Context: an optimization exercise on an open-source flow, tuned for small area, a short achievable clock period and few clock cycles per item. The choices shown serve that exercise and are no tape-out recipe.
At most, simulation tests tie the RTL to the original design; equivalence was not proved.
Power is estimated from default activity; no workload was simulated.

== branch harbor ==
Design dotproduct, start of the top module:
module dotproduct (
    input  logic         clk_i,
    input  logic         rst_ni,
    input  logic         start_i,
    input  logic [7:0]   nnz_i,
    input  logic [31:0]  a0_i, a1_i, a2_i, a3_i, a4_i,
                         a5_i, a6_i, a7_i, a8_i, a9_i,
    input  logic [31:0]  b0_i, b1_i, b2_i, b3_i, b4_i,
                         b5_i, b6_i, b7_i, b8_i, b9_i,
    input  logic [31:0]  c_i,
    output logic [63:0]  result_o,
    output logic         busy_o,
    output logic         result_valid_o,
    output logic [31:0]  cycle_count_o
);
Size in the first run: about 3700 cells after synthesis.
export LEC_CHECK = 0
export ABC_AREA = 1
export CAP_MARGIN = 50
export CORE_MARGIN = 2
export CORE_UTILIZATION = 40
export SLEW_MARGIN = 60
create_clock -name core_clock -period 15.0 [get_ports {clk_i}]
standard.sh (not shown) runs the stock make flow with config.mk's settings and CLKGATE_MAP_FILE= SYNTH_SCRIPT=/design/flow/synth_recipe.tcl, a recipe that flattens the netlist after the stock synthesis.
==> flow/flow/run.sh <==
#!/bin/bash
set -o pipefail
export BUFFER_PORTS_ARGS="-buffer_cell sky130_fd_sc_hd__buf_1"
bash standard.sh SYNTH_ARGS=-noabc SETUP_SLACK_MARGIN=9.25 finish > standard.log 2>&1
Testbench counts of branch harbor, summed over its fixed seeds: cycles 18,851, items 2,400.
> inputs changed (branch harbor -> branch umber)
--- a/flow/design.v
+++ b/flow/design.v
@@ -1526,19 +1526,19 @@
     assign fc708 = (acc[60] & ms520) | (acc[60] & mc583) | (ms520 & mc583);
     assign fs709 = acc[61] ^ ms521 ^ mc584;
     assign fc710 = (acc[61] & ms521) | (acc[61] & mc584) | (ms521 & mc584);
     assign fs711 = acc[62] ^ ms522 ^ mc585;
     assign fc712 = (acc[62] & ms522) | (acc[62] & mc585) | (ms522 & mc585);
     assign fs713 = acc[63] ^ ms523 ^ mc586;
     assign fc714 = (acc[63] & ms523) | (acc[63] & mc586) | (ms523 & mc586);
     assign fsum = {fs713, fs711, fs709, fs707, fs705, fs703, fs701, fs699, fs697, fs695, fs693, fs691, fs689, fs687, fs685, fs683, fs681, fs679, fs677, fs675, fs673, fs671, fs669, fs667, fs665, fs663, fs661, fs659, fs657, fs655, fs653, fs651, fs649, fs647, fs645, fs643, fs641, fs639, fs637, fs635, fs633, fs631, fs629, fs627, fs625, fs623, fs621, fs619, fs617, fs615, fs613, fs611, fs609, fs607, fs605, fs603, fs601, fs599, fs597, fs595, fs593, fs591, fs589, fs587};
     assign fcar = {fc712, fc710, fc708, fc706, fc704, fc702, fc700, fc698, fc696, fc694, fc692, fc690, fc688, fc686, fc684, fc682, fc680, fc678, fc676, fc674, fc672, fc670, fc668, fc666, fc664, fc662, fc660, fc658, fc656, fc654, fc652, fc650, fc648, fc646, fc644, fc642, fc640, fc638, fc636, fc634, fc632, fc630, fc628, fc626, fc624, fc622, fc620, fc618, fc616, fc614, fc612, fc610, fc608, fc606, fc604, fc602, fc600, fc598, fc596, fc594, fc592, fc590, fc588, mc524};
-    localparam int BW = 16;
+    localparam int BW = 32;
     localparam int NB = 64 / BW;
     logic [NB-2:0] bc;
     logic [63:0]   bcw;
     logic [63:0]   acc_next;
     logic [NB-2:0] bc_next;
     always_comb begin
         bcw = 64'd0;
         for (int k = 1; k < NB; k++) bcw[k*BW] = bc[k-1];
     end
Results
- The arithmetic-cell share of the synthesized area counting full adders, half adders and majority gates of branch umber falls short of that of branch harbor by 0.69 points.
- Between branch harbor and branch umber, the cell count went up.
- Slowest cell on the critical path = dfxtp_4: branch harbor; slowest cell on the critical path = fa_2: branch umber
- Cell area after layout, branch umber and branch harbor, higher one = branch umber.
- The higher total of flip-flops plus latches after synthesis came out of branch harbor.
- Synthesized cell count, branch umber vs branch harbor: up by a few percent
- branch umber vs. branch harbor: wire length went up by about 2%.
- Re number of buffers outside the clock class in the layout: branch umber is about 4.7% up on branch harbor.
- Final period utilization in branch umber is 1.2 points above branch harbor.
- Netlist area before placement, branch umber and branch harbor: lower on branch harbor
- Power: branch umber draws more than branch harbor
- Diff branch harbor -> branch umber: share of total power in the clock network fell 2.0 points, synthesized area divided by synthesized cell count shrank by 0.059 sq um.
- Part of the Yosys area used for sequential elements, branch umber and branch harbor: higher on branch harbor
- A type of the worst setup path of reg2out is what branch harbor shows, while reg2reg belongs to branch umber.
- Compared branch umber vs branch harbor, and total vias in the final route is up in branch umber.
For branch umber, only the layout was checked, not whether the RTL still works.

[re-timing with driven ports]
How much do the figures lean on ideal ports? The routed layouts below were timed once more, with nothing changed but the port constraints.
Step 1 sets driving cells, clkbuf_16 on the clock port and buf_2 on the other inputs (assumed; they add their load-dependent delay and slew).
Step 2 adds t to the input delays and takes it off the output delays; t is the mean of the earliest and latest rising clock arrival at the registers after step 1. Input paths then give back, and output paths get back, about the clock's delay inside the block.
Slacks: ideal / step 1 / step 2; pairs: ideal / step 1.
| run | t, ns | setup WS [ns] | worst setup path at the end | worst slew at a driven data input, ns |
|---|---|---|---|---|
| branch harbor | 0.550 | 9.360 / 9.301 / 9.226 | input to register | 0.23 |
| branch umber | 0.567 | 9.184 / 9.184 / 9.184 | register to register | 0.27 |
After both steps every run listed still meets setup and hold. The setup slack of branch harbor, which loses most, moves by -0.059 ns with the drivers and by -0.134 ns with both steps.
